This is an optimization exercise on Yosys and OpenROAD, whose aim is small area, not a production implementation.
The RTL was checked by simulation tests, not by an equivalence proof against the original design.

==> trial 1 <==
Design cordic_pipelined, start of the top module:
module cordic_pipelined
(
	input  clk,rst,
	input  signed [15:0] z,
	output signed [15:0] x,y
);
	wire [15:0] zn1;
	cordic_zstep #(.W(16),.SITA(12868)) zs1 (.z_in(z), .z_out(zn1));
	reg [15:0] z1_r;
	reg [0:0] d1_r;
	always @ (posedge clk) begin z1_r <= zn1[15:0]; d1_r <= z[15]; end
	wire [15:0] zn2;
	cordic_zstep #(.W(16),.SITA(7596)) zs2 (.z_in(z1_r), .z_out(zn2));
	reg [14:0] z2_r;
	reg [1:0] d2_r;
	always @ (posedge clk) begin z2_r <= zn2[14:0]; d2_r <= {z1_r[15], d1_r}; end
	wire [14:0] zn3;
	cordic_zstep #(.W(15),.SITA(4014)) zs3 (.z_in(z2_r), .z_out(zn3));
	reg [14:0] z3_r;
	reg [2:0] d3_r;
	always @ (posedge clk) begin z3_r <= zn3[14:0]; d3_r <= {z2_r[14], d2_r}; end
	wire [14:0] zn4;
	cordic_zstep #(.W(15),.SITA(2037)) zs4 (.z_in(z3_r), .z_out(zn4));
	reg [13:0] z4_r;
	reg [3:0] d4_r;
	always @ (posedge clk) begin z4_r <= zn4[13:0]; d4_r <= {z3_r[14], d3_r}; end
	wire [13:0] zn5;
  ...
export LEC_CHECK = 0
export CAP_MARGIN = 20
export CORE_MARGIN = 2
export CORE_UTILIZATION = 40
export CTS_BUF_LIST = sky130_fd_sc_hd__clkbuf_8
export CTS_CLUSTER_DIAMETER = 60
export CTS_CLUSTER_SIZE = 20
export SLEW_MARGIN = 20
create_clock -name core_clock -period 7.0 [get_ports {clk}]
standard.sh (not shown) runs the stock make flow with config.mk's settings and CLKGATE_MAP_FILE= SYNTH_SCRIPT=/design/flow/synth_recipe.tcl, a recipe that flattens the netlist after the stock synthesis.
==> flow/flow/run.sh <==
#!/bin/bash
# Layout flow: the standard flow (standard.sh), with one step added after
# synthesis: fixpol.py re-chooses the polarity of each full adder and XOR gate
# of the synthesised netlist so that the inverters Yosys's extract_fa left
# around them go away (a full adder is self-dual; an XOR gate absorbs input
# inversions and can be swapped for an XNOR). Registers, ports and the logic
# function are unchanged. Port buffers use buf_1.
# Each tool writes its full output to a log file of its own in this folder.
set -euo pipefail
W=$(pwd)
R="$W/orfs/results/${FLOW_PLATFORM}/cordic_pipelined/base"
LIB="$FLOW_HOME/platforms/${FLOW_PLATFORM}/lib/sky130_fd_sc_hd__tt_025C_1v80.lib"
YOSYS="$FLOW_HOME/../tools/install/yosys/bin/yosys"
[[ -x "$YOSYS" ]] || YOSYS=yosys
PORTBUF="BUFFER_PORTS_ARGS=-buffer_cell sky130_fd_sc_hd__buf_1"

# 1. standard synthesis (synth_recipe.tcl), netlist only
bash standard.sh "$PORTBUF" "$R/1_2_yosys.v" > "$W/flow_1_synth.log" 2>&1

# 2. polarity fix of the netlist
cp "$R/1_2_yosys.v" "$W/synth_orig.v"
"$YOSYS" -p "read_liberty -lib $LIB; read_verilog $W/synth_orig.v; hierarchy -top $FLOW_TOP; write_json $W/fix_in.json" > "$W/flow_2_yosys_read.log" 2>&1
python3 "$W/flow/fixpol.py" "$W/fix_in.json" "$W/fix_out.json" > "$W/flow_3_fixpol.log" 2>&1
"$YOSYS" -p "read_json $W/fix_out.json; hierarchy -top $FLOW_TOP; opt_clean; write_verilog -noattr -nohex -nodec $W/fix_all.v" > "$W/flow_4_yosys_write.log" 2>&1
python3 - "$W/fix_all.v" "$W/synth_fixed.v" "$FLOW_TOP" > "$W/flow_5_extract.log" 2>&1 <<'PY'
import re, sys
t = open(sys.argv[1]).read()
mods = re.split(r'(?=^module )', t, flags=re.M)
keep = [m for m in mods if m.startswith('module %s(' % sys.argv[3]) or m.startswith('module %s ' % sys.argv[3])]
assert len(keep) == 1, [m[:40] for m in mods]
open(sys.argv[2], 'w').write(keep[0])
print('kept module', sys.argv[3])
PY
cp "$W/synth_fixed.v" "$R/1_2_yosys.v"

# 3. the rest of the standard flow, from the fixed netlist
bash standard.sh "$PORTBUF" finish > "$W/flow_6_layout.log" 2>&1
Other scripts of this flow, unchanged in this note and not shown: flow/flow/fixpol.py
==> build 54 (differences from trial 1) <==
==> flow/flow/run.sh (replaced) <==
#!/bin/bash
# Layout flow: the standard flow (standard.sh) with the synthesised netlist
# re-optimised before floorplanning. The registers (their names and cells),
# the full adders, half adders and ports are kept; only the gates between them
# change, and the logic function stays the same:
#   1. fixpol.py re-chooses the polarity of each full adder and XOR gate so
#      that the inverters Yosys's extract_fa left around them go away (a full
#      adder is self-dual; an XOR gate absorbs input inversions and can be
#      swapped for an XNOR);
#   2. ABC re-maps the remaining gates for area (deepsyn, then the ORFS area
#      script at the clock period);
#   3. fixpol.py again.
# Port buffers use buf_1. Each tool writes its full output to a log file of its
# own in this folder.
set -euo pipefail
W=$(pwd)
R="$W/orfs/results/${FLOW_PLATFORM}/cordic_pipelined/base"
LIB="$FLOW_HOME/platforms/${FLOW_PLATFORM}/lib/sky130_fd_sc_hd__tt_025C_1v80.lib"
YOSYS="$FLOW_HOME/../tools/install/yosys/bin/yosys"
[[ -x "$YOSYS" ]] || YOSYS=yosys
PORTBUF="BUFFER_PORTS_ARGS=-buffer_cell sky130_fd_sc_hd__buf_1"
DONTUSE=$(sed -n '/^export DONT_USE_CELLS/,/^$/p' "$FLOW_HOME/platforms/${FLOW_PLATFORM}/config.mk" \
  | grep -o 'sky130_fd_sc_hd__[a-z0-9_]*' | sed 's/^/-dont_use /' | tr '\n' ' ')
PERIOD_PS=$(python3 -c "print(int(round(float('$FLOW_PERIOD_NS') * 1000)))")

# 1. standard synthesis (synth_recipe.tcl), netlist only
bash standard.sh "$PORTBUF" "$R/1_2_yosys.v" > "$W/flow_01_synth.log" 2>&1
cp "$R/1_2_yosys.v" "$W/net_0_synth.v"

top_only() {  # keep only the top module of a Yosys-written netlist
  python3 - "$1" "$2" "$FLOW_TOP" <<'PY'
import re, sys
t = open(sys.argv[1]).read()
mods = re.split(r'(?=^module )', t, flags=re.M)
keep = [m for m in mods if re.match(r'module %s\s*\(' % re.escape(sys.argv[3]), m)]
assert len(keep) == 1
open(sys.argv[2], 'w').write(keep[0])
PY
}

fixpol() {  # $1 in.v $2 out.v $3 log tag
  "$YOSYS" -p "read_liberty -lib $LIB; read_verilog $1; hierarchy -top $FLOW_TOP; write_json $W/$3_in.json" > "$W/flow_$3_read.log" 2>&1
  python3 "$W/flow/fixpol.py" "$W/$3_in.json" "$W/$3_out.json" > "$W/flow_$3_fixpol.log" 2>&1
  "$YOSYS" -p "read_json $W/$3_out.json; hierarchy -top $FLOW_TOP; opt_clean; write_verilog -noattr -nohex -nodec $W/$3_all.v" > "$W/flow_$3_write.log" 2>&1
  top_only "$W/$3_all.v" "$2"
}

# 2. polarity fix
fixpol "$W/net_0_synth.v" "$W/net_1_fixpol.v" 02

# 3. area re-mapping of the gates between registers, adders and ports
cat > "$W/resyn.abc" <<ABC
strash
&get -n
&deepsyn -T 60
&put
dch
map -B 0.9
topo
stime -c
buffer -c
upsize -c
dnsize -c
ABC
KEEP="sky130_fd_sc_hd__fa_1 sky130_fd_sc_hd__fa_2 sky130_fd_sc_hd__fa_4 sky130_fd_sc_hd__ha_1 sky130_fd_sc_hd__ha_2 sky130_fd_sc_hd__ha_4 sky130_fd_sc_hd__dfxtp_1 sky130_fd_sc_hd__dfxtp_2 sky130_fd_sc_hd__dfxtp_4 sky130_fd_sc_hd__conb_1"
"$YOSYS" -p "read_liberty -ignore_miss_func $LIB; read_verilog $W/net_1_fixpol.v; hierarchy -top $FLOW_TOP; \
  setattr -mod -set keep_hierarchy 1 $KEEP; flatten; opt_clean; select $FLOW_TOP; \
  abc -D $PERIOD_PS -script $W/resyn.abc -liberty $LIB $DONTUSE; select -clear; opt_clean; \
  hierarchy -top $FLOW_TOP; write_verilog -noattr -nohex -nodec $W/03_all.v" > "$W/flow_03_resyn.log" 2>&1
top_only "$W/03_all.v" "$W/net_2_resyn.v"

# 4. polarity fix again
fixpol "$W/net_2_resyn.v" "$W/net_3_fixpol.v" 04

# keep the re-optimised netlist only if it has the same registers
python3 - "$W/net_0_synth.v" "$W/net_3_fixpol.v" > "$W/flow_05_regcheck.log" 2>&1 <<'PY'
import re, sys
def regs(f):
    t = open(f).read()
    return sorted(re.findall(r'(sky130_fd_sc_hd__df\w+)\s+(\S+)\s*\(', t))
a, b = regs(sys.argv[1]), regs(sys.argv[2])
print(len(a), 'registers in synthesis,', len(b), 'after')
assert [n for _, n in a] == [n for _, n in b], 'register names differ'
PY
cp "$W/net_3_fixpol.v" "$R/1_2_yosys.v"

# 5. the rest of the standard flow, from the re-optimised netlist
bash standard.sh "$PORTBUF" finish > "$W/flow_06_layout.log" 2>&1
==> results.txt <==
item	build 54	trial 1
Register Area	0.00729 sq mm	0.00729 sq mm
Worst endpoint data arrival time	7000 ps	6920 ps
Worst hold slack	325 ps	302 ps
Flip-flop and latch share of the layout cell area	36.6%	36.0%
Post-detailed-routing wire length	39800 microns	37300 microns
Total via count after detailed routing	12387	12030
Chip Width	217 microns	220 microns
Worst reg-to-reg path cell count	18	19
Tapcell count	600	607
Die area	0.0472 sq mm	0.0485 sq mm
Period utilization	92.9%	92.1%
Count of multi-input gates	1290	1243
Count of filler cells inserted in the layout	4410	4430
Outcome	timing/DRC/antenna clean	timing/DRC/antenna clean
Vert. Die Dim	217 microns	220 microns
Placed cell areas	0.0193 sq mm	0.0197 sq mm
Pin count of the biggest net entering global routing	31	80

[port drivers added, routing unchanged]
In the flow no input, the clock included, has a driving cell. The finished layouts below were timed again as built, in two steps. Step 1 (the two cells are an assumption about what drives the block):
set clk [get_ports {clk}]
set_driving_cell -lib_cell sky130_fd_sc_hd__clkbuf_16 $clk
set_driving_cell -lib_cell sky130_fd_sc_hd__buf_2 [delete_from_list [all_inputs] $clk]
Step 2 times the ports against the registers' clock, not the clock port: input delays grow and output delays shrink by t, the midpoint of the rising clock arrivals with the driver on. Three values: ideal, step 1, step 2; two values: the first two.
run | t, ns | slack for setup (ns) | latest minus earliest clock arrival (ns)
trial 1 | 0.650 | 0.551 / 0.578 / -0.072 | 0.046 / 0.046
build 54 | 0.643 | 0.500 / 0.500 / -0.087 | 0.021 / 0.021
Met with ideal ports but missed after step 2: setup timing in trial 1 and build 54. The setup slack of trial 1, which loses most, moves by +0.027 ns with the drivers and by -0.623 ns with both steps.
